Background: an optimization exercise with open tools, aiming at small area. Do not read the settings as production practice.
Function was checked by simulation only, so behaviour that the tests miss may differ from the original.
No driver is modelled on the clock port, so clocking that relies on it looks cheaper here than on a real chip.
No activity file was given, so power comes from the tool's default toggle rates.

**design/flow/design.v**
```verilog
`default_nettype none
module hc_sr04(
	input			clk,
	input			rst_n,
	input			echo_in,
	output			trig_out,
	output			cycle_out,
	output			valid,
	output			timeout,
	output			busy,
	output	[6:0]	hex2,
	output	[6:0]	hex1,
	output	[6:0]	hex0
);
	reg [21:0] tpos;       
	reg        led_out;
	reg        trig_lt;    
	reg        trig_q;
	wire t_end = ~tpos[21] & ~tpos[20] & tpos[19] & tpos[18] & ~tpos[17] & ~tpos[16] & ~tpos[15] & tpos[14] & tpos[13] & ~tpos[12] & ~tpos[11] & tpos[10] & ~tpos[9] & ~tpos[7] & ~tpos[6] & ~tpos[4] & ~tpos[3] & ~tpos[2] & ~tpos[1] & ~tpos[0];
	wire t_499p = ~tpos[21] & ~tpos[20] & ~tpos[15] & ~tpos[12] & ~tpos[7] & tpos[1];
	wire t_499 = trig_lt & t_499p;
	always @(posedge clk or negedge rst_n) begin
		if (!rst_n) begin
			tpos    <= 22'h184a40;
			led_out <= 1'b0;
			trig_lt <= 1'b1;
		end else begin
			tpos    <= {tpos[20:0], tpos[21] ^ tpos[20]} ^ {6'd0, t_end, 15'd0};
			if (t_end) begin
				led_out <= ~led_out;
				trig_lt <= 1'b1;
			end else if (t_499) begin
				trig_lt <= 1'b0;
			end
		end
	end
	always @(posedge clk)
		trig_q <= trig_lt;
	assign cycle_out = led_out;
	assign trig_out  = trig_q;
	reg echo_meta, echo_sync, echo_prev;
	reg counting, valid_q, valid_d;
	reg [11:0] ph;
	wire [11:0] phl = ph ^ 12'haaa;
	reg [2:0]  cm_h;        
	reg [3:0]  cm_t, cm_o;
	wire rising  =  echo_sync & ~echo_prev;
	wire falling = ~echo_sync &  echo_prev;
	wire ph_end = phl[11] & phl[10] & ~phl[8] & ~phl[7] & phl[6] & ~phl[5] & ~phl[3] & ~phl[2] & ~phl[1] & phl[0];
	wire ph_449 = phl[10] & ~phl[9] & phl[8] & phl[6] & ~phl[3] & ~phl[2] & phl[1];
	wire [3:0] succ_o, succ_t;
	wire [0:0] is9_o, is9_t, is_blank;
	assign succ_o[0] = (~cm_o[0]);
	assign succ_o[1] = (cm_o[0] & ~cm_o[1] & ~cm_o[3]) | (~cm_o[0] & cm_o[1]);
	assign succ_o[2] = ~((cm_o[3]) | (cm_o[0] & cm_o[2]) | (~cm_o[0] & cm_o[1] & ~cm_o[2]));
	assign succ_o[3] = (~cm_o[0] & ~cm_o[2] & cm_o[3]) | (cm_o[0] & cm_o[1]);
	assign succ_t[0] = (~cm_t[0]) | (cm_t[1] & ~cm_t[2]);
	assign succ_t[1] = ~((~cm_t[0] & ~cm_t[3]) | (cm_t[0] & ~cm_t[1] & ~cm_t[2]));
	assign succ_t[2] = ~((~cm_t[2] & ~cm_t[3]) | (~cm_t[1]));
	assign succ_t[3] = (cm_t[1] & ~cm_t[2]) | (cm_t[0] & ~cm_t[2] & ~cm_t[3]);
	assign is9_o[0] = (cm_o[0] & cm_o[3]);
	assign is9_t[0] = (cm_t[0] & ~cm_t[1] & cm_t[3]);
	assign is_blank[0] = (disp_o[1] & disp_o[3]);
	wire to_hit = cm_h[2] & cm_h[1] & is9_t[0] & ph_449;
	always @(posedge clk or negedge rst_n) begin
		if (!rst_n) begin
			echo_meta <= 1'b0;
			echo_sync <= 1'b0;
			echo_prev <= 1'b0;
			counting  <= 1'b0;
			valid_q   <= 1'b0;
			valid_d   <= 1'b0;
		end else begin
			echo_meta <= echo_in;
			echo_sync <= echo_meta;
			echo_prev <= echo_sync;
			valid_q   <= 1'b0;
			valid_d   <= valid_q;
			if (!counting) begin
				if (rising) counting <= 1'b1;
			end else if (falling) begin
				counting <= 1'b0;
				valid_q  <= 1'b1;
			end else if (to_hit) begin
				counting <= 1'b0;
			end
		end
	end
	assign busy  = counting;
	assign valid = valid_q;
	assign timeout = ~counting & echo_prev & ~phl[1];
	wire [11:0] phl_next = counting ? ({phl[10:0], phl[11] ^ phl[0]} ^ {6'd0, ph_end, 5'd0})
	                                : 12'h9ca;
	always @(posedge clk)
		ph <= phl_next ^ 12'haaa;
	wire cm_clr = valid_d | (~counting & ~valid_q);
	wire inc_o  = counting & ~falling & ph_end;
	wire o9     = is9_o[0];
	wire t9     = is9_t[0];
	wire inc_t  = inc_o & o9;
	wire inc_h  = inc_t & t9;
	always @(posedge clk) begin
		if (cm_clr) begin
			cm_o <= 4'd0;
			cm_t <= 4'd0;
			cm_h <= 3'd0;
		end else begin
			if (inc_o) cm_o <= succ_o;
			if (inc_t) cm_t <= succ_t;
			if (inc_h) cm_h <= cm_h + 3'd1;
		end
	end
	reg [2:0] disp_h;
	reg [3:0] disp_t, disp_o;
	wire clamp = cm_h[2];           
	wire blank = is_blank[0];
	always @(posedge clk or negedge rst_n) begin
		if (!rst_n) begin
			disp_h <= 3'd0;
			disp_t <= 4'd0;
			disp_o <= 4'd15;
		end else if (valid_d) begin
			disp_h <= clamp ? 3'd4 : cm_h;
			disp_t <= clamp ? 4'd0 : cm_t;
			disp_o <= clamp ? 4'd0 : cm_o;
		end else if (blank) begin
			disp_o <= 4'd0;
		end
	end
	wire [6:0] seg_t;
	assign hex0[0] = ~((~disp_o[2]) | (disp_o[1] & ~disp_o[3]));
	assign hex0[1] = (disp_o[1] & disp_o[3]) | (~disp_o[0] & disp_o[2] & ~disp_o[3]) | (disp_o[0] & ~disp_o[1] & ~disp_o[2] & ~disp_o[3]);
	assign hex0[2] = (disp_o[1] & disp_o[3]) | (~disp_o[0] & disp_o[1] & ~disp_o[2]);
	assign hex0[3] = ~((~disp_o[0] & ~disp_o[3]) | (~disp_o[2]));
	assign hex0[4] = (disp_o[0]) | (disp_o[2] & disp_o[3]);
	assign hex0[5] = (disp_o[1] & ~disp_o[2]) | (disp_o[0] & disp_o[2]);
	assign hex0[6] = (disp_o[0] & disp_o[2]) | (~disp_o[0] & ~disp_o[1] & ~disp_o[3]);
	assign seg_t[0] = (disp_t[0] & ~disp_t[1] & ~disp_t[2] & ~disp_t[3]) | (disp_t[1] & ~disp_t[2] & disp_t[3]);
	assign seg_t[1] = (disp_t[1] & disp_t[2]);
	assign seg_t[2] = (~disp_t[0] & disp_t[3]);
	assign seg_t[3] = (disp_t[0] & ~disp_t[1] & ~disp_t[3]) | (disp_t[1] & ~disp_t[2] & disp_t[3]);
	assign seg_t[4] = (disp_t[0]);
	assign seg_t[5] = (~disp_t[0] & disp_t[3]) | (disp_t[0] & ~disp_t[3]);
	assign seg_t[6] = (~disp_t[1] & ~disp_t[3]);
	wire zero_ht = ~|disp_h & ~|disp_t;
	assign hex1 = seg_t | {1'b0, {6{zero_ht}}};
	assign hex2[0] = (~disp_h[1]);
	assign hex2[1] = (~disp_h[0] & ~disp_h[1] & ~disp_h[2]);
	assign hex2[2] = (~disp_h[0] & ~disp_h[2]);
	assign hex2[3] = (~disp_h[1]);
	assign hex2[4] = ~((~disp_h[0] & disp_h[1]));
	assign hex2[5] = (~disp_h[2]);
	assign hex2[6] = (~disp_h[1] & ~disp_h[2]);
endmodule
```
**design/flow/flow/run.sh**
```bash
#!/bin/bash
# Own layout flow:
#  1. the standard synthesis, unchanged (standard.sh synth);
#  2. the combinational logic between the registers re-mapped for area with Yosys/ABC
#     (flow/reopt.ys, flow/area.abc); registers keep their instances, names and cells;
#  3. the standard floorplan, placement, CTS, routing and finish, with
#     - port buffers of the smallest buffer cell (every input and output still gets one),
#     - a clock tree of four leaf buffers, one per k-means group of flip-flops,
#       driven straight from the clock port (flow/clocktree.tcl).
# Each tool's output goes to a log of its own in this folder.
set -euo pipefail
W=$(pwd)
R=$W/orfs/results/${FLOW_PLATFORM}/hc_sr04/base
LIB=$FLOW_HOME/platforms/${FLOW_PLATFORM}/lib/sky130_fd_sc_hd__tt_025C_1v80.lib
YOSYS=$FLOW_HOME/../tools/install/yosys/bin/yosys
[[ -x $YOSYS ]] || YOSYS=yosys

bash standard.sh synth > synth.log 2>&1

cp $R/1_2_yosys.v $W/synth_standard.v
sed -e "s#LIBERTY#$LIB#g" -e "s#IN_NETLIST#$W/synth_standard.v#" -e "s#OUT_NETLIST#$W/synth_reopt.v#" \
    -e "s#ABC_SCRIPT#$W/flow/area.abc#" flow/reopt.ys > reopt_run.ys
$YOSYS -s reopt_run.ys > reopt.log 2>&1
cp $W/synth_reopt.v $R/1_2_yosys.v
rm -f $R/1_synth.odb $R/1_synth.sdc
bash standard.sh synth > synth_odb.log 2>&1

export BUFFER_PORTS_ARGS="-buffer_cell sky130_fd_sc_hd__buf_1"
export PRE_CTS_TCL=$W/flow/clocktree.tcl
export CTS_ARGS="-repair_clock_nets -dont_use_dummy_load -clk_nets clk -buf_list {sky130_fd_sc_hd__clkbuf_8}"
bash standard.sh floorplan > floorplan.log 2>&1
bash standard.sh place > place.log 2>&1
bash standard.sh cts > cts.log 2>&1
bash standard.sh route > route.log 2>&1
bash standard.sh finish > finish.log 2>&1
```
**design/flow/flow/area.abc**
```
strash; &get -n; &deepsyn -T 30; &put; dch -f; amap; topo
```
**design/flow/flow/clocktree.tcl**
```tcl
# Clock tree: the clock port drives NG leaf buffers (clkbuf_8), each placed at the
# centre of a group of flip-flops found by k-means on their locations. Sourced
# before ORFS's CTS step (PRE_CTS_TCL); CTS itself is then limited to net clk, where
# it finds no register sinks left and adds nothing.
set ngroups 4
set bufcell sky130_fd_sc_hd__clkbuf_8
set block [ord::get_db_block]
set dbu [$block getDbUnitsPerMicron]
set clknet [$block findNet clk]
set pts {}
foreach it [$clknet getITerms] {
  if {[$it getIoType] ne "INPUT"} continue
  set inst [$it getInst]
  set box [$inst getBBox]
  set x [expr {([$box xMin] + [$box xMax]) / 2}]
  set y [expr {([$box yMin] + [$box yMax]) / 2}]
  lappend pts [list $x $y [$inst getName]/[[$it getMTerm] getName]]
}
set n [llength $pts]
puts "clocktree: $n sinks, $ngroups groups"
set sorted [lsort -integer -index 0 $pts]
set cent {}
for {set g 0} {$g < $ngroups} {incr g} {
  set p [lindex $sorted [expr {int(($g + 0.5) * $n / $ngroups)}]]
  lappend cent [list [lindex $p 0] [lindex $p 1]]
}
for {set iter 0} {$iter < 30} {incr iter} {
  set groups {}
  for {set g 0} {$g < $ngroups} {incr g} { lappend groups {} }
  foreach p $pts {
    set best 0
    set bd 1e18
    for {set g 0} {$g < $ngroups} {incr g} {
      lassign [lindex $cent $g] cx cy
      set d [expr {abs([lindex $p 0] - $cx) + abs([lindex $p 1] - $cy)}]
      if {$d < $bd} { set bd $d; set best $g }
    }
    lset groups $best [concat [lindex $groups $best] [list $p]]
  }
  set cent {}
  foreach grp $groups {
    set sx 0
    set sy 0
    foreach p $grp { set sx [expr {$sx + [lindex $p 0]}]; set sy [expr {$sy + [lindex $p 1]}] }
    set k [llength $grp]
    if {$k == 0} { set k 1 }
    lappend cent [list [expr {$sx / $k}] [expr {$sy / $k}]]
  }
}
set g 0
foreach grp $groups {
  if {[llength $grp] == 0} { incr g; continue }
  set pins {}
  foreach p $grp { lappend pins [get_pins [lindex $p 2]] }
  lassign [lindex $cent $g] cx cy
  insert_buffer -buffer_cell $bufcell -net clk -load_pins $pins \
    -location [list [expr {double($cx) / $dbu}] [expr {double($cy) / $dbu}]] \
    -buffer_name clkbuf_leaf_$g -net_name clknet_leaf_$g
  puts "clocktree: group $g, [llength $grp] sinks"
  incr g
}
```
**design/flow/flow/reopt.ys**
```
# Re-map the combinational logic of the standard synthesis netlist for area.
# Registers and tie cells are kept as black boxes: the same instances, names and cells.
read_liberty -ignore_miss_func LIBERTY
blackbox sky130_fd_sc_hd__df* sky130_fd_sc_hd__conb_1
read_verilog IN_NETLIST
hierarchy -top hc_sr04
flatten
opt_clean -purge
abc -script ABC_SCRIPT -liberty LIBERTY -dont_use *lpflow* -dont_use *probe*
opt_clean -purge
hilomap -singleton -hicell sky130_fd_sc_hd__conb_1 HI -locell sky130_fd_sc_hd__conb_1 LO
splitnets
opt_clean -purge
insbuf -buf sky130_fd_sc_hd__buf_1 A X
rename -enumerate -pattern _rn%_ w:*.*
stat -liberty LIBERTY
write_verilog -noattr -nohex -nodec OUT_NETLIST
```
**design/flow/standard.sh**
```bash
#!/bin/bash
# synth_recipe.tcl (not shown) runs the flow's synth.tcl, then flattens the netlist and writes it again
# the make line also repeats each setting of config.mk as NAME=value (left out here)
make -C /OpenROAD-flow-scripts/flow DESIGN_CONFIG=/design/flow/config.mk WORK_HOME=/design/flow/orfs CLKGATE_MAP_FILE= SYNTH_SCRIPT=/design/flow/synth_recipe.tcl "${@:-finish}"
```
**design/flow/config.mk**
```make
export PLATFORM = sky130hd
export DESIGN_NAME = hc_sr04
export DESIGN_NICKNAME = hc_sr04
export VERILOG_FILES = /design/flow/design.v
export SDC_FILE = /design/flow/constraint.sdc
export NUM_CORES = 4
export LEC_CHECK = 0
export ABC_AREA = 1
export CAP_MARGIN = 20
export CORE_MARGIN = 2
export CORE_UTILIZATION = 40
export SLEW_MARGIN = 20
```
**design/flow/constraint.sdc**
```tcl
create_clock -name core_clock -period 20.0 [get_ports {clk}]
set_input_delay 4.0000 -clock core_clock [delete_from_list [all_inputs] [get_ports {clk}]]
set_output_delay 4.0000 -clock core_clock [all_outputs]
set_load 0.01 [all_outputs]
```
==> results.yml, run 1 <==
outcome:
  status: "timing/DRC/antenna clean"
clock_tree:
  postCtsSetupBuffers: 0
  clkLatencyLatePin_ns: 0.17
  clk_pin_slew_worst_paths_ns: 0.09
  cts_hold_buf: 0
  cts_resized: 0
cells_and_area:
  area_growth_pct: 11.36
  fin_cells: 316
  layout-drive-gt1-share_pct: 6.967
  antenna_cells: 0
  fin_util_pct: 45.72
  layout_common_cells: "nor2_1 (30), dfrtp_1 (30), clkinv_1 (29), buf_1 (27), dfxtp_1 (24)"
  n_fill_cell: 540
  fin_nets: 249
job:
  cap_viol_max_count: 0
sta:
  slew_viol_final: 0
  finalSetupViolCount: 0
  fin_setup_tns_ns: 0
  hold_viol_final: 0
  skew_ns: 0.02841
  fin_hold_ws_ns: 0.3607
  tightest_slew_ns: 0.8695
  fin_crit_sh_pct: 29.06
  maxSlewHeadroom_pct: 42.03
  grt_setup_unrepaired: "false"
  fmax_mhz: 172.0
  period_needed_ns: 5.813
drt:
  totalWireLength_mm: 3.839
  dr.pass1.iters: 4
  viasPerCell: 4.804
  post_drt_wl_per_cell_um: 12.15
  drcViolationCount: 0
  ant_nets: 0
  routed-via-count: 1518
  first_iter_violations: 86
critical_path:
  endpoint_kind: "output pin"
  cp.required_ns: 16.00
  worst_r2r_path_depth: 11
  arrival_ns: 1.81
  crit_type: "reg -> out"
  worstPathMaxFanout: 5
  startpoint_type: "flip-flop"
logic_synthesis:
  avgSynthCellArea_um2: 10.60
  syn_area_um2: 2247
  yosys_warnings: 1
  syn_inst: 212
  syn-num-nets: 215
global_route:
  overflow: 0
  grt_pass1_vias: 1377
  grt_pass1_wl_mm: 6.465
  grt_usage_pct: 12.52
  antenna_found_initial: 0
  grt_max_degree: 42
die:
  die_height_um: 78.95
  core_area_um2: 5473
  num_io_pins: 29
  rows: 27
  die_w_um: 78.95
  start_util_pct: 41.06
  die_area_um2: 6233
place:
  numPortBuffers: 28
  hpwl_mm: 2.794
  gp_congestion: 0.7566
  place_inst: 312
worst_hold_path:
  min_delay_path_depth: 0
  holdCritPathClass: "reg -> reg"
power:
  p_leak_nw: 1.015
  ir_worst_vdd_mv: 0.03045
  power_density_nw_per_um2: 83.02
-- stage by stage --
step                      total power, mW  setup slack [ns]  instance area (um^2)
after floorplan                    0.1527             14.38                  2247
after global placement             0.1607             14.56                  2447
after detailed placement           0.1611             14.37                  2447
after CTS                          0.1992             14.36                  2502
after global routing               0.2186             14.01                  2502
final                              0.2077             14.19                  2502
-- routing by layer --
| metal | track usage, % | part of all wire (%) |
|---|---|---|
| met2 | 20.17 | 41 |
| met5 | 0 | 0 |
| met3 | 0.7955 | 4.6 |
| met1 | 19.03 | 52 |
| met4 | 2.241 | 2.1 |
-- flip-flops by register name, summed over array words and instances (netlist names), 3 cells and up --
| name | flops |
|---|---|
| cm_t | 4 |
| cm_o | 4 |
| disp_t | 4 |
| disp_h | 3 |
| disp_o | 4 |
| tpos | 22 |
| ph | 12 |
| cm_h | 3 |
-- worst max-delay path: stages (launching register included) --
cell	delay (ns)
dfrtp_1	0.36
clkinv_1	0.13
nand2_1	0.13
nor3_1	0.05
o21ai_0	0.33
o21ai_0	0.18
a32oi_1	0.25
clkinv_1	0.11
buf_1	0.13
-- area by class of cell, clock buffers not listed --
type                       instances  area [um^2]  share of cell area [%]
multi-input combinational        117        614.3                   24.55
inverter                          29        108.9                   4.350
tap                               72        90.09                   3.600
timing repair buffer              29        113.9                   4.550
sequential                        65         1520                   60.75
-- power breakdown --
part | internal [mW] | switching [mW]
sequential | 0.136 | 0.00399
combinational | 0.00576 | 0.0121
clock | 0.0185 | 0.0310
-- worst paths after layout --
kind	start	to	slack [ns]
min reg2reg	echo_meta	echo_sync	0.36
min in group asynchronous	rst_n	tpos[15]	3.93
max in group asynchronous	rst_n	disp_t[3]	15.50
max	disp_h[1]	hex1[3]	14.19
max reg2reg	ph[2]	cm_h[2]	17.72
min	echo_meta	echo_sync	0.36
==> run 2, diff against run 1 <==
--- a/design/flow/flow/run.sh
+++ b/design/flow/flow/run.sh
@@ -4,3 +4,4 @@
 #  2. the combinational logic between the registers re-mapped for area with Yosys/ABC
-#     (flow/reopt.ys, flow/area.abc); registers keep their instances, names and cells;
+#     (flow/reopt.ys, flow/area.abc; four seeds, the smallest result kept); registers keep
+#     their instances, names and cells;
 #  3. the standard floorplan, placement, CTS, routing and finish, with
@@ -20,5 +21,20 @@
 cp $R/1_2_yosys.v $W/synth_standard.v
-sed -e "s#LIBERTY#$LIB#g" -e "s#IN_NETLIST#$W/synth_standard.v#" -e "s#OUT_NETLIST#$W/synth_reopt.v#" \
-    -e "s#ABC_SCRIPT#$W/flow/area.abc#" flow/reopt.ys > reopt_run.ys
-$YOSYS -s reopt_run.ys > reopt.log 2>&1
+# Four ABC runs with different seeds; the smallest netlist is kept.
+for s in 1 2 3 4; do
+  sed "s/SEED/$s/" flow/area.abc > area_$s.abc
+  sed -e "s#LIBERTY#$LIB#g" -e "s#IN_NETLIST#$W/synth_standard.v#" -e "s#OUT_NETLIST#$W/synth_reopt_$s.v#" \
+      -e "s#ABC_SCRIPT#$W/area_$s.abc#" flow/reopt.ys > reopt_run_$s.ys
+  $YOSYS -s reopt_run_$s.ys > reopt_$s.log 2>&1 &
+done
+wait
+best=""
+for s in 1 2 3 4; do
+  a=$(grep "Chip area" reopt_$s.log | tail -1 | awk '{print $NF}')
+  echo "reopt seed $s: $a" >> reopt_choice.log
+  if [[ -n "$a" && -f synth_reopt_$s.v ]] && { [[ -z "$best" ]] || awk "BEGIN{exit !($a < $besta)}"; }; then
+    best=$s; besta=$a
+  fi
+done
+echo "chosen: seed $best ($besta)" >> reopt_choice.log
+cp $W/synth_reopt_$best.v $W/synth_reopt.v
 cp $W/synth_reopt.v $R/1_2_yosys.v
==> design/flow/flow/area.abc (replaced) <==
strash; &get -n; &deepsyn -T 30 -S SEED; &put; dch -f; amap; topo
--- a/design/flow/flow/clocktree.tcl
+++ b/design/flow/flow/clocktree.tcl
@@ -1,3 +1,4 @@
 # Clock tree: the clock port drives NG leaf buffers (clkbuf_8), each placed at the
-# centre of a group of flip-flops found by k-means on their locations. Sourced
+# centre of a group of flip-flops found by k-means on their locations (groups
+# balanced to at most ceil(n/4) flip-flops). Sourced
 # before ORFS's CTS step (PRE_CTS_TCL); CTS itself is then limited to net clk, where
@@ -49,2 +50,38 @@
 }
+# Balance the groups: each takes at most ceil(n / ngroups) flip-flops. Points are
+# placed in order of how much they lose by not getting their nearest centre.
+set cap [expr {($n + $ngroups - 1) / $ngroups}]
+set order {}
+foreach p $pts {
+  set ds {}
+  for {set g 0} {$g < $ngroups} {incr g} {
+    lassign [lindex $cent $g] cx cy
+    lappend ds [expr {abs([lindex $p 0] - $cx) + abs([lindex $p 1] - $cy)}]
+  }
+  set sd [lsort -real $ds]
+  lappend order [list [expr {[lindex $sd 1] - [lindex $sd 0]}] $p $ds]
+}
+set groups {}
+set fill {}
+for {set g 0} {$g < $ngroups} {incr g} { lappend groups {}; lappend fill 0 }
+foreach o [lsort -real -decreasing -index 0 $order] {
+  lassign $o regret p ds
+  set best -1
+  set bd 1e18
+  for {set g 0} {$g < $ngroups} {incr g} {
+    if {[lindex $fill $g] >= $cap} continue
+    if {[lindex $ds $g] < $bd} { set bd [lindex $ds $g]; set best $g }
+  }
+  lset groups $best [concat [lindex $groups $best] [list $p]]
+  lset fill $best [expr {[lindex $fill $best] + 1}]
+}
+set cent {}
+foreach grp $groups {
+  set sx 0
+  set sy 0
+  foreach p $grp { set sx [expr {$sx + [lindex $p 0]}]; set sy [expr {$sy + [lindex $p 1]}] }
+  set k [llength $grp]
+  if {$k == 0} { set k 1 }
+  lappend cent [list [expr {$sx / $k}] [expr {$sy / $k}]]
+}
 set g 0
==> run 2 against run 1 <==
Flip-flop and latch count did not move. First-iteration DRC count fell by 10%. Die area fell by 0.15%. Largest power group unchanged. Highest routed layer unchanged. Clock power barely moved. Register-to-register slack got worse by 0.31 ns. Fmax rose by 0.77%. Still clean. Area after synthesis fell by 0.17%. Clock skew fell by 0.023 ns.
==> results.yml, run 2 <==
critical_path:
  arrival_ns: 1.77
  worstPathMaxFanout: 5
  path_cells: "clkinv_1, nand2_1, nor3_1, o21ai_0, o21ai_0, a32oi_1, clkinv_1, buf_1"
  reg2reg_from: "ph[8]"
  crit_start: "disp_h[1]"
  crit_type: "reg -> out"
  crit_buf_inv: 3
  cpMaxStageDelayCell: "dfrtp_1"
  endpoint_kind: "output pin"
  critical-path-top-delay-family: "compound AO/OA/AOI/OAI gates"
  cp.required_ns: 16.00
  critPathMaxStageDelay_ns: 0.36
  startpoint_type: "flip-flop"
power:
  p_sw_mw: 0.04709
  p_int_mw: 0.1604
  ir_worst_vdd_mv: 0.05026
  p_clk_share_pct: 24.0
  swShare_pct: 22.70
  seq_power_share_pct: 67.6
  p_comb_share_pct: 8.4
  p_leak_nw: 1.014
  power_density_nw_per_um2: 83.28
logic_synthesis:
  syn_area_um2: 2243
  syn_inst: 209
  avgSynthCellArea_um2: 10.73
  yosys_warnings: 1
  syn-num-nets: 212
sta:
  tightest_slew_ns: 0.8489
  hold_viol_final: 0
  maxSlewHeadroom_pct: 43.41
  period_needed_ns: 5.768
  grt_setup_unrepaired: "false"
  fin_hold_ws_ns: 0.3593
  slew_viol_final: 0
  fin_crit_sh_pct: 28.84
  fin_setup_tns_ns: 0
  skew_ns: 0.005536
  fmax_mhz: 173.4
  finalSetupViolCount: 0
drt:
  ant_nets: 0
  post_drt_wl_per_cell_um: 11.87
  totalWireLength_mm: 3.702
  first_iter_violations: 77
  dr.pass1.iters: 4
  drcViolationCount: 0
  routed-via-count: 1506
  viasPerCell: 4.827
global_route:
  grt_pass1_vias: 1404
  grt_usage_pct: 12.70
  grt_pass1_wl_mm: 6.624
  grt_max_degree: 42
  antenna_found_initial: 0
  overflow: 0
cells_and_area:
  multiInputGateArea_um2: 603.1
  antenna_cells: 0
  layout_common_cells: "clkinv_1 (31), dfrtp_1 (30), buf_1 (27), nor2_1 (24), dfxtp_1 (24)"
  top_regs: "tpos (22), ph (12)"
  n_fill_cell: 525
  fin_nets: 245
  largest_reg_flops: 22
  area_growth_pct: 11.04
  final_common_cell: "clkinv_1"
  largest_register: "tpos"
  seqCellArea_um2: 1520
  fin_util_pct: 45.52
  final_cell_area_um2: 2491
  layout-drive-gt1-share_pct: 6.667
place:
  numPortBuffers: 28
  gp_congestion: 0.8159
  place_area_um2: 2436
  hpwl_mm: 2.731
worst_hold_path:
  holdCritPathClass: "reg -> reg"
  min_from: "echo_meta"
clock_tree:
  clkLatencyLatePin_ns: 0.16
  cts_resized: 0
  clk_pin_slew_worst_paths_ns: 0.10
  postCtsSetupBuffers: 0
  cts_hold_buf: 0
die:
  die_area_um2: 6224
  die_height_um: 78.89
  core_area_um2: 5473
  rows: 27
  start_util_pct: 40.99
  num_io_pins: 29
  die_w_um: 78.89
outcome:
  status: "timing/DRC/antenna clean"
job:
  cap_viol_max_count: 0
## run 2: changes by cell type in the layout (fill, tap and decap cells not counted)
cell and change:
nor3_1 -4, nor4_1 +1, o211ai_1 -1, and3_1 +1, a21oi_1 +1, o21ai_0 +3
a211oi_1 +1, clkinv_1 +2, a221oi_1 +1, nand3_1 -2, nor2_1 -6, buf_4 -1
## run 2: area by class of cell, clock buffers not listed
type | count | share of cell area [%]
inverter | 31 | 4.671
timing repair buffer | 28 | 4.269
sequential | 65 | 61.02
multi-input combinational | 112 | 24.21
tap | 72 | 3.616
## run 2: worst paths after layout
kind,endpoint,slack (ns),cells after the start
worst min-delay path,echo_sync,0.36,0
max in group asynchronous,valid_q,15.53,1
worst max-delay path,hex1[3],14.23,8
worst min register to register,echo_sync,0.36,0
worst max register to register,cm_h[2],17.41,13
min in group asynchronous,tpos[1],3.95,1
## run 2: metrics by stage
stage	std cells	setup slack, ns	total power, mW
finish	312	14.23	0.2075
global route	312	13.95	0.2181
CTS	312	14.42	0.1988
detailed placement	308	14.43	0.1607
global placement	308	14.53	0.1605
floorplan	209	14.38	0.1528
## run 2: power groups by stage
stage,combinational [mW],sequential (mW),clock [mW]
floorplan,0.0109,0.142,0
global placement,0.0176,0.143,0
CTS,0.0179,0.143,0.0379
finish,0.0174,0.140,0.0498
global route,0.0203,0.141,0.0567
detailed placement,0.0178,0.143,0
## run 2: routing by layer
metal | global-route usage (%) | up-vias | wire, um | part of all wire, %
met2 | 19.49 | 25 | 1562 | 42
met3 | 1.023 | 8 | 130 | 3.5
li1 | - | 780 | - | -
met5 | 0 | - | 0 | 0
met1 | 20.07 | 693 | 1935 | 52
met4 | 2.069 | 0 | 74 | 2.0
==> run 3, diff against run 2 <==
--- a/design/flow/design.v
+++ b/design/flow/design.v
@@ -122,3 +122,3 @@
 		end else if (valid_d) begin
-			disp_h <= clamp ? 3'd4 : cm_h;
+			disp_h <= cm_h;
 			disp_t <= clamp ? 4'd0 : cm_t;
@@ -146,7 +146,7 @@
 	assign hex1 = seg_t | {1'b0, {6{zero_ht}}};
-	assign hex2[0] = (~disp_h[1]);
+	assign hex2[0] = ~((disp_h[1] & ~disp_h[2]));
 	assign hex2[1] = (~disp_h[0] & ~disp_h[1] & ~disp_h[2]);
 	assign hex2[2] = (~disp_h[0] & ~disp_h[2]);
-	assign hex2[3] = (~disp_h[1]);
-	assign hex2[4] = ~((~disp_h[0] & disp_h[1]));
+	assign hex2[3] = ~((disp_h[1] & ~disp_h[2]));
+	assign hex2[4] = ~((~disp_h[0] & disp_h[1] & ~disp_h[2]));
 	assign hex2[5] = (~disp_h[2]);
--- a/design/flow/flow/run.sh
+++ b/design/flow/flow/run.sh
@@ -4,3 +4,3 @@
 #  2. the combinational logic between the registers re-mapped for area with Yosys/ABC
-#     (flow/reopt.ys, flow/area.abc; four seeds, the smallest result kept); registers keep
+#     (flow/reopt.ys, flow/area.abc; eight seeds, the smallest result kept); registers keep
 #     their instances, names and cells;
@@ -21,4 +21,4 @@
 cp $R/1_2_yosys.v $W/synth_standard.v
-# Four ABC runs with different seeds; the smallest netlist is kept.
-for s in 1 2 3 4; do
+# Eight ABC runs with different seeds (four at a time); the smallest netlist is kept.
+for s in 1 2 3 4 5 6 7 8; do
   sed "s/SEED/$s/" flow/area.abc > area_$s.abc
@@ -27,2 +27,3 @@
   $YOSYS -s reopt_run_$s.ys > reopt_$s.log 2>&1 &
+  if (( s % 4 == 0 )); then wait; fi
 done
@@ -30,3 +31,3 @@
 best=""
-for s in 1 2 3 4; do
+for s in 1 2 3 4 5 6 7 8; do
   a=$(grep "Chip area" reopt_$s.log | tail -1 | awk '{print $NF}')
==> run 3 against run 2 <==
Critical path depth did not move. Sequential share of layout area rose by 0.28 points. Worst hold slack improved by 0.0012 ns. Final area fell by 0.45%. Highest routed layer unchanged. Largest power group unchanged.
==> results.yml, run 3 <==
outcome:
  status: "timing/DRC/antenna clean"
place:
  gp_congestion: 0.7756
  numPortBuffers: 28
  hpwl_mm: 2.713
  place_area_um2: 2425
  dp_slack_ns: 14.27
drt:
  routed-via-count: 1506
  first_iter_violations: 115
  viasPerCell: 4.812
  ant_nets: 0
  dr.pass1.iters: 4
  drcViolationCount: 0
  totalWireLength_mm: 3.777
  post_drt_wl_per_cell_um: 12.07
die:
  num_io_pins: 29
  rows: 27
  start_util_pct: 41.04
  core_area_um2: 5439
  die_w_um: 78.70
  die_height_um: 78.70
  die_area_um2: 6194
clock_tree:
  clk_pin_slew_worst_paths_ns: 0.10
  clkLatencyLatePin_ns: 0.16
  cts_hold_buf: 0
  cts_resized: 0
  postCtsSetupBuffers: 0
critical_path:
  cpMaxStageDelayCell: "dfrtp_1"
  critPathMaxStageDelay_ns: 0.40
  crit_type: "reg -> out"
  worstPathMaxFanout: 4
  arrival_ns: 1.96
  worst_r2r_path_depth: 12
  reg2reg_from: "ph[2]"
  startpoint_type: "flip-flop"
  cp.required_ns: 16.00
  reg2reg_to: "cm_h[2]"
  crit_start: "disp_h[0]"
  reg2reg_slack_ns: 17.29
  path_cells: "nor2_1, clkinv_1, nor4_1, o21ai_0, o21ai_0, a32oi_1, nor2_1, buf_1"
  crit_end: "hex1[0]"
  endpoint_kind: "output pin"
power:
  ir_worst_vdd_mv: 0.04141
  p_leak_nw: 0.9963
  finalPower_mw: 0.2082
  power_density_nw_per_um2: 83.97
sta:
  tightest_slew_ns: 0.8537
  grt_setup_unrepaired: "false"
  hold_viol_final: 0
  skew_ns: 0.009117
  maxSlewHeadroom_pct: 43.09
  fin_setup_tns_ns: 0
  fmax_mhz: 167.8
  finalSetupViolCount: 0
  fin_hold_ws_ns: 0.3605
  slew_viol_final: 0
  fin_crit_sh_pct: 29.80
  setup_ws_ns: 14.04
  period_needed_ns: 5.959
worst_hold_path:
  holdCritPathClass: "reg -> reg"
  min_delay_path_depth: 0
cells_and_area:
  top_regs: "tpos (22), ph (12)"
  n_fill_cell: 535
  fin_nets: 246
  final_common_cell: "nor2_1"
  largest_register: "tpos"
  final_cell_area_um2: 2480
  largest_reg_flops: 22
  layout_common_cells: "nor2_1 (37), dfrtp_1 (30), clkinv_1 (28), buf_1 (27), dfxtp_1 (24)"
  layout-drive-gt1-share_pct: 6.639
  area_growth_pct: 11.10
  antenna_cells: 0
global_route:
  antenna_found_initial: 0
  grt_usage_pct: 12.62
  grt_pass1_vias: 1348
  grt_pass1_wl_mm: 6.520
  overflow: 0
  grt_max_degree: 42
logic_synthesis:
  syn_area_um2: 2232
  avgSynthCellArea_um2: 10.63
  syn-num-nets: 213
  syn_inst: 210
  yosys_warnings: 1
job:
  cap_viol_max_count: 0
## run 3: worst min-delay path by stage
stage / startpoint / to / slack (ns)
floorplan: echo_meta / echo_sync / 0.33
global placement: echo_meta / echo_sync / 0.33
detailed placement: echo_meta / echo_sync / 0.34
CTS: echo_meta / echo_sync / 0.34
global route: echo_meta / echo_sync / 0.36
finish: tpos[5] / tpos[6] / 0.36
## run 3: area by class of cell, clock buffers not listed
| type | count | area, um^2 | area share, % |
|---|---|---|---|
| Inverter | 28 | 105.1 | 4.238 |
| Tap cell | 72 | 90.09 | 3.633 |
| Timing Repair Buffer | 28 | 106.4 | 4.289 |
| Multi-Input combinational cell | 116 | 603.1 | 24.32 |
| Sequential cell | 65 | 1520 | 61.30 |
## run 3: where the power goes
part / leakage (nW) / internal (mW) / switching (mW)
Sequential: 0.717 / 0.136 / 0.00388
Combinational: 0.251 / 0.00544 / 0.0121
Clock: 0.0288 / 0.0186 / 0.0320
Total: 0.996 / 0.160 / 0.0480
## run 3: routing by layer
| metal | GRT usage (%) | vias to the layer above | routed length (um) |
|---|---|---|---|
| li1 | - | 783 | - |
| met1 | 21.33 | 690 | 2058 |
| met2 | 17.95 | 28 | 1505 |
| met3 | 1.136 | 5 | 170 |
| met4 | 1.404 | 0 | 41 |
| met5 | 0 | - | 0 |
## run 3: through the flow
| stage | util [%] | instances |
|---|---|---|
| after floorplan | - | 210 |
| after global placement | 44.58 | 309 |
| after detailed placement | 44.58 | 309 |
| after CTS | 45.59 | 313 |
| after global routing | 45.59 | 313 |
| final | 45.59 | 313 |
## run 3: worst max-delay path: cells and delay by family (launching register included)
family                 cells  cell delay, ns
AND/OR/NAND/NOR            3            0.57
AO/OA/AOI/OAI              3            0.57
flip-flops                 1            0.40
buffers and inverters      2            0.27
==> run 4, diff against run 3 <==
--- a/design/flow/flow/run.sh
+++ b/design/flow/flow/run.sh
@@ -4,3 +4,3 @@
 #  2. the combinational logic between the registers re-mapped for area with Yosys/ABC
-#     (flow/reopt.ys, flow/area.abc; eight seeds, the smallest result kept); registers keep
+#     (flow/reopt.ys, flow/area.abc; twelve seeds, the smallest result kept); registers keep
 #     their instances, names and cells;
@@ -21,4 +21,4 @@
 cp $R/1_2_yosys.v $W/synth_standard.v
-# Eight ABC runs with different seeds (four at a time); the smallest netlist is kept.
-for s in 1 2 3 4 5 6 7 8; do
+# Twelve ABC runs with different seeds (four at a time); the smallest netlist is kept.
+for s in 1 2 3 4 5 6 7 8 9 10 11 12; do
   sed "s/SEED/$s/" flow/area.abc > area_$s.abc
@@ -31,3 +31,3 @@
 best=""
-for s in 1 2 3 4 5 6 7 8; do
+for s in 1 2 3 4 5 6 7 8 9 10 11 12; do
   a=$(grep "Chip area" reopt_$s.log | tail -1 | awk '{print $NF}')
==> run 4 against run 3 <==
Area after synthesis did not move. Flip-flop and latch count is the same. Die area did not move. Register-to-register slack is essentially flat. Critical path depth unchanged. Critical path type unchanged. Largest cell class unchanged.
==> results.yml, run 4 <==
outcome:
  status: "timing/DRC/antenna clean"
die:
  num_io_pins: 29
  die_height_um: 78.70
  die_w_um: 78.70
  rows: 27
  die_area_um2: 6194
  core_area_um2: 5439
  start_util_pct: 41.04
sta:
  finalSetupViolCount: 0
  fin_crit_sh_pct: 29.80
  period_needed_ns: 5.959
  hold_viol_final: 0
  fin_hold_ws_ns: 0.3605
  slew_viol_final: 0
  fin_setup_tns_ns: 0
  fmax_mhz: 167.8
  setup_ws_ns: 14.04
  skew_ns: 0.009117
  grt_setup_unrepaired: "false"
  maxSlewHeadroom_pct: 43.09
  tightest_slew_ns: 0.8537
critical_path:
  critPathMaxStageDelay_ns: 0.40
  endpoint_kind: "output pin"
  arrival_ns: 1.96
  startpoint_type: "flip-flop"
  path_cells: "nor2_1, clkinv_1, nor4_1, o21ai_0, o21ai_0, a32oi_1, nor2_1, buf_1"
  crit_type: "reg -> out"
  cp.required_ns: 16.00
  cpMaxStageDelayCell: "dfrtp_1"
  worstPathMaxFanout: 4
global_route:
  antenna_found_initial: 0
  grt_max_degree: 42
  overflow: 0
  grt_usage_pct: 12.62
  grt_pass1_vias: 1348
  grt_pass1_wl_mm: 6.520
cells_and_area:
  largest_register: "tpos"
  fin_nets: 246
  antenna_cells: 0
  seqCellArea_um2: 1520
  area_growth_pct: 11.10
  n_fill_cell: 535
  multiInputGateArea_um2: 603.1
  final_cell_area_um2: 2480
  top_regs: "tpos (22), ph (12)"
  layout-drive-gt1-share_pct: 6.639
  layout_common_cells: "nor2_1 (37), dfrtp_1 (30), clkinv_1 (28), buf_1 (27), dfxtp_1 (24)"
  final_common_cell: "nor2_1"
  largest_reg_flops: 22
drt:
  drcViolationCount: 0
  first_iter_violations: 115
  viasPerCell: 4.812
  dr.pass1.iters: 4
  totalWireLength_mm: 3.777
  post_drt_wl_per_cell_um: 12.07
  routed-via-count: 1506
  ant_nets: 0
logic_synthesis:
  syn_inst: 210
  avgSynthCellArea_um2: 10.63
  yosys_warnings: 1
  syn-num-nets: 213
  syn_area_um2: 2232
place:
  place_area_um2: 2425
  hpwl_mm: 2.713
  dp_slack_ns: 14.27
  numPortBuffers: 28
  gp_congestion: 0.7756
clock_tree:
  clkLatencyLatePin_ns: 0.16
  cts_hold_buf: 0
  postCtsSetupBuffers: 0
  clk_pin_slew_worst_paths_ns: 0.10
  cts_resized: 0
worst_hold_path:
  holdCritPathClass: "reg -> reg"
power:
  power_density_nw_per_um2: 83.97
  p_leak_nw: 0.9963
  ir_worst_vdd_mv: 0.04141
job:
  cap_viol_max_count: 0
-- run 4: power breakdown --
part | internal (mW) | total, mW | switching, mW
clock network | 0.0186 | 0.0506 | 0.0320
registers | 0.136 | 0.140 | 0.00388
logic | 0.00544 | 0.0175 | 0.0121
total | 0.160 | 0.208 | 0.0480
-- run 4: routing by layer --
layer  vias up  share of wire, %  track usage (%)
met2        28                40            17.95
met5         -                 0                0
met3         5               4.5            1.136
met4         0               1.1            1.404
met1       690                54            21.33
li1        783                 -                -
-- run 4: area by class of cell, clock buffers not listed --
class / count / area share, %
flip-flops and latches: 65 / 61.30
multi-input cells: 116 / 24.32
inverters: 28 / 4.238
well taps: 72 / 3.633
repair buffers: 28 / 4.289
-- run 4: path summary, 6_finish.rpt --
check	from	endpoint	slack, ns	cells after the start
max	disp_h[0]	hex1[0]	14.04	8
min	tpos[5]	tpos[6]	0.36	0
max reg2reg	ph[2]	cm_h[2]	17.29	12
min reg2reg	tpos[5]	tpos[6]	0.36	0
max in group asynchronous	rst_n	tpos[2]	15.52	1
min in group asynchronous	rst_n	tpos[17]	3.94	1
-- run 4: through the flow --
step	std cells	total power, mW	utilization (%)
global route	313	0.2193	45.59
floorplan	210	0.1527	-
global placement	309	0.1602	44.58
finish	313	0.2082	45.59
CTS	313	0.1986	45.59
detailed placement	309	0.1605	44.58
-- run 4: critical path, delay by kind of cell, from the launching register on --
kind / cells / cell delay, ns
AND/OR/NAND/NOR: 3 / 0.57
AO/OA/AOI/OAI: 3 / 0.57
buffers and inverters: 2 / 0.27
flip-flops: 1 / 0.40
==> run 5, diff against run 4 <==
--- a/design/flow/flow/run.sh
+++ b/design/flow/flow/run.sh
@@ -4,3 +4,3 @@
 #  2. the combinational logic between the registers re-mapped for area with Yosys/ABC
-#     (flow/reopt.ys, flow/area.abc; twelve seeds, the smallest result kept); registers keep
+#     (flow/reopt.ys, flow/area.abc; 24 seeds, the smallest result kept); registers keep
 #     their instances, names and cells;
@@ -21,4 +21,4 @@
 cp $R/1_2_yosys.v $W/synth_standard.v
-# Twelve ABC runs with different seeds (four at a time); the smallest netlist is kept.
-for s in 1 2 3 4 5 6 7 8 9 10 11 12; do
+# 24 ABC runs with different seeds (four at a time); the smallest netlist is kept.
+for s in $(seq 1 24); do
   sed "s/SEED/$s/" flow/area.abc > area_$s.abc
@@ -31,3 +31,3 @@
 best=""
-for s in 1 2 3 4 5 6 7 8 9 10 11 12; do
+for s in $(seq 1 24); do
   a=$(grep "Chip area" reopt_$s.log | tail -1 | awk '{print $NF}')
==> design/flow/flow/area.abc (replaced) <==
strash; &get -n; &deepsyn -T 45 -S SEED; &put; dch -f; amap; topo
==> run 5 against run 4 <==
Still clean. Via count unchanged. Register-to-register slack about the same. Die area unchanged. Setup slack unchanged. Area after synthesis unchanged. Clock skew unchanged.
==> results.yml, run 5 <==
logic_synthesis:
  syn-num-nets: 213
  syn_area_um2: 2232
  syn_inst: 210
  yosys_warnings: 1
  avgSynthCellArea_um2: 10.63
cells_and_area:
  fin_util_pct: 45.59
  fin_nets: 246
  final_cell_area_um2: 2480
  largest_reg_flops: 22
  fin_cells: 313
  layout-drive-gt1-share_pct: 6.639
  layout_common_cells: "nor2_1 (37), dfrtp_1 (30), clkinv_1 (28), buf_1 (27), dfxtp_1 (24)"
  largest_register: "tpos"
  area_growth_pct: 11.10
  n_fill_cell: 535
  antenna_cells: 0
  final_common_cell: "nor2_1"
  top_regs: "tpos (22), ph (12)"
sta:
  tightest_slew_ns: 0.8537
  hold_viol_final: 0
  finalSetupViolCount: 0
  fmax_mhz: 167.8
  grt_setup_unrepaired: "false"
  slew_viol_final: 0
  fin_crit_sh_pct: 29.80
  period_needed_ns: 5.959
  maxSlewHeadroom_pct: 43.09
  fin_setup_tns_ns: 0
  skew_ns: 0.009117
clock_tree:
  cts_resized: 0
  postCtsSetupBuffers: 0
  clkLatencyLatePin_ns: 0.16
  clk_pin_slew_worst_paths_ns: 0.10
  cts_hold_buf: 0
place:
  gp_congestion: 0.7756
  place_area_um2: 2425
  place_inst: 309
  hpwl_mm: 2.713
  numPortBuffers: 28
critical_path:
  endpoint_kind: "output pin"
  cpMaxStageDelayCell: "dfrtp_1"
  crit_start: "disp_h[0]"
  worstPathMaxFanout: 4
  arrival_ns: 1.96
  critPathMaxStageDelay_ns: 0.40
  startpoint_type: "flip-flop"
  reg2reg_slack_ns: 17.29
  reg2reg_to: "cm_h[2]"
  reg2reg_from: "ph[2]"
  crit_type: "reg -> out"
  worst_r2r_path_depth: 12
  cp.required_ns: 16.00
  path_cells: "nor2_1, clkinv_1, nor4_1, o21ai_0, o21ai_0, a32oi_1, nor2_1, buf_1"
drt:
  post_drt_wl_per_cell_um: 12.07
  drcViolationCount: 0
  totalWireLength_mm: 3.777
  route.met2.wl_mm: 1.505
  met3WireLength_um: 170
  top_layer: "met4"
  first_iter_violations: 115
  routed-via-count: 1506
  dr.pass1.iters: 4
  viasPerCell: 4.812
  met1_length_mm: 2.058
  ant_nets: 0
global_route:
  grt_pass1_wl_mm: 6.520
  grt_max_degree: 42
  grt_pass1_vias: 1348
  grt_usage_pct: 12.62
  overflow: 0
  antenna_found_initial: 0
power:
  finalPower_mw: 0.2082
  power_density_nw_per_um2: 83.97
  p_leak_nw: 0.9963
  ir_worst_vdd_mv: 0.04141
job:
  cap_viol_max_count: 0
die:
  start_util_pct: 41.04
  core_area_um2: 5439
  die_area_um2: 6194
  num_io_pins: 29
  rows: 27
  die_w_um: 78.70
  die_height_um: 78.70
outcome:
  status: "timing/DRC/antenna clean"
worst_hold_path:
  min_from: "tpos[5]"
  worstHoldEndpoint: "tpos[6]"
  min_delay_path_depth: 0
  holdCritPathClass: "reg -> reg"
==> run 5: how the worst max path moves through the flow <==
stage	endpoint	slack (ns)	cells after the start
6_report	hex1[0]	14.04	8
5_1_grt	hex1[0]	13.81	8
4_1_cts	hex1[0]	14.26	8
3_5_place_dp	hex1[0]	14.27	8
3_3_place_gp	hex1[0]	14.37	8
2_1_floorplan	hex1[0]	14.19	7
==> run 5: per-layer routing <==
metal | track usage [%] | vias up
met2 | 17.95 | 28
met1 | 21.33 | 690
met4 | 1.404 | 0
li1 | - | 783
met5 | 0 | -
met3 | 1.136 | 5
==> run 5: layout make-up, clock buffers not listed <==
type | instances | area, um^2 | area share (%)
Multi-Input combinational cell | 116 | 603.1 | 24.32
Tap cell | 72 | 90.09 | 3.633
Timing Repair Buffer | 28 | 106.4 | 4.289
Inverter | 28 | 105.1 | 4.238
Sequential cell | 65 | 1520 | 61.30
==> run 5: stage by stage <==
| step | hold WS, ns | setup slack, ns |
|---|---|---|
| final | 0.3605 | 14.04 |
| after global routing | 0.3596 | 13.81 |
| after CTS | 0.3371 | 14.26 |
| after detailed placement | 0.3371 | 14.27 |
| after global placement | 0.3331 | 14.37 |
| after floorplan | 0.3312 | 14.19 |
==> run 5: report_power, final <==
group          internal (mW)  switching [mW]
clock                 0.0186          0.0320
combinational        0.00544          0.0121
sequential             0.136         0.00388
==> run 5: worst max-delay path: cells and delay by family, from the launching register on <==
family / cells / cell delay (ns)
buffers and inverters: 2 / 0.27
AOI/OAI and AO/OA: 3 / 0.57
and+or+nand+nor: 3 / 0.57
DFF: 1 / 0.40

## separate check: timing with driven ports
The results above use ideal ports. As a check the final layouts listed here were re-extracted and re-timed, cells and wires unchanged.
Step 1 sets driving cells, clkbuf_16 on the clock port and buf_2 on the other inputs (assumed; they add their load-dependent delay and slew).
Step 2 adds t to the input delays and takes it off the output delays; t is the mean of the earliest and latest rising clock arrival at the registers after step 1. Input paths then give back, and output paths get back, about the clock's delay inside the block.
Slacks: ideal / step 1 / step 2; pairs: ideal / step 1.
| run | shift t [ns] | setup slack, ns | worst slew at a driven data input, ns |
|---|---|---|---|
| run 1 | 0.213 | 14.187 / 14.129 / 14.342 | 0.03 |
| run 2 | 0.210 | 14.232 / 14.172 / 14.383 | 0.03 |
| run 3 | 0.203 | 14.041 / 13.991 / 14.194 | 0.03 |
| run 4 | 0.203 | 14.041 / 13.991 / 14.194 | 0.03 |
| run 5 | 0.203 | 14.041 / 13.991 / 14.194 | 0.03 |
After both steps setup and hold are still met in every run listed.
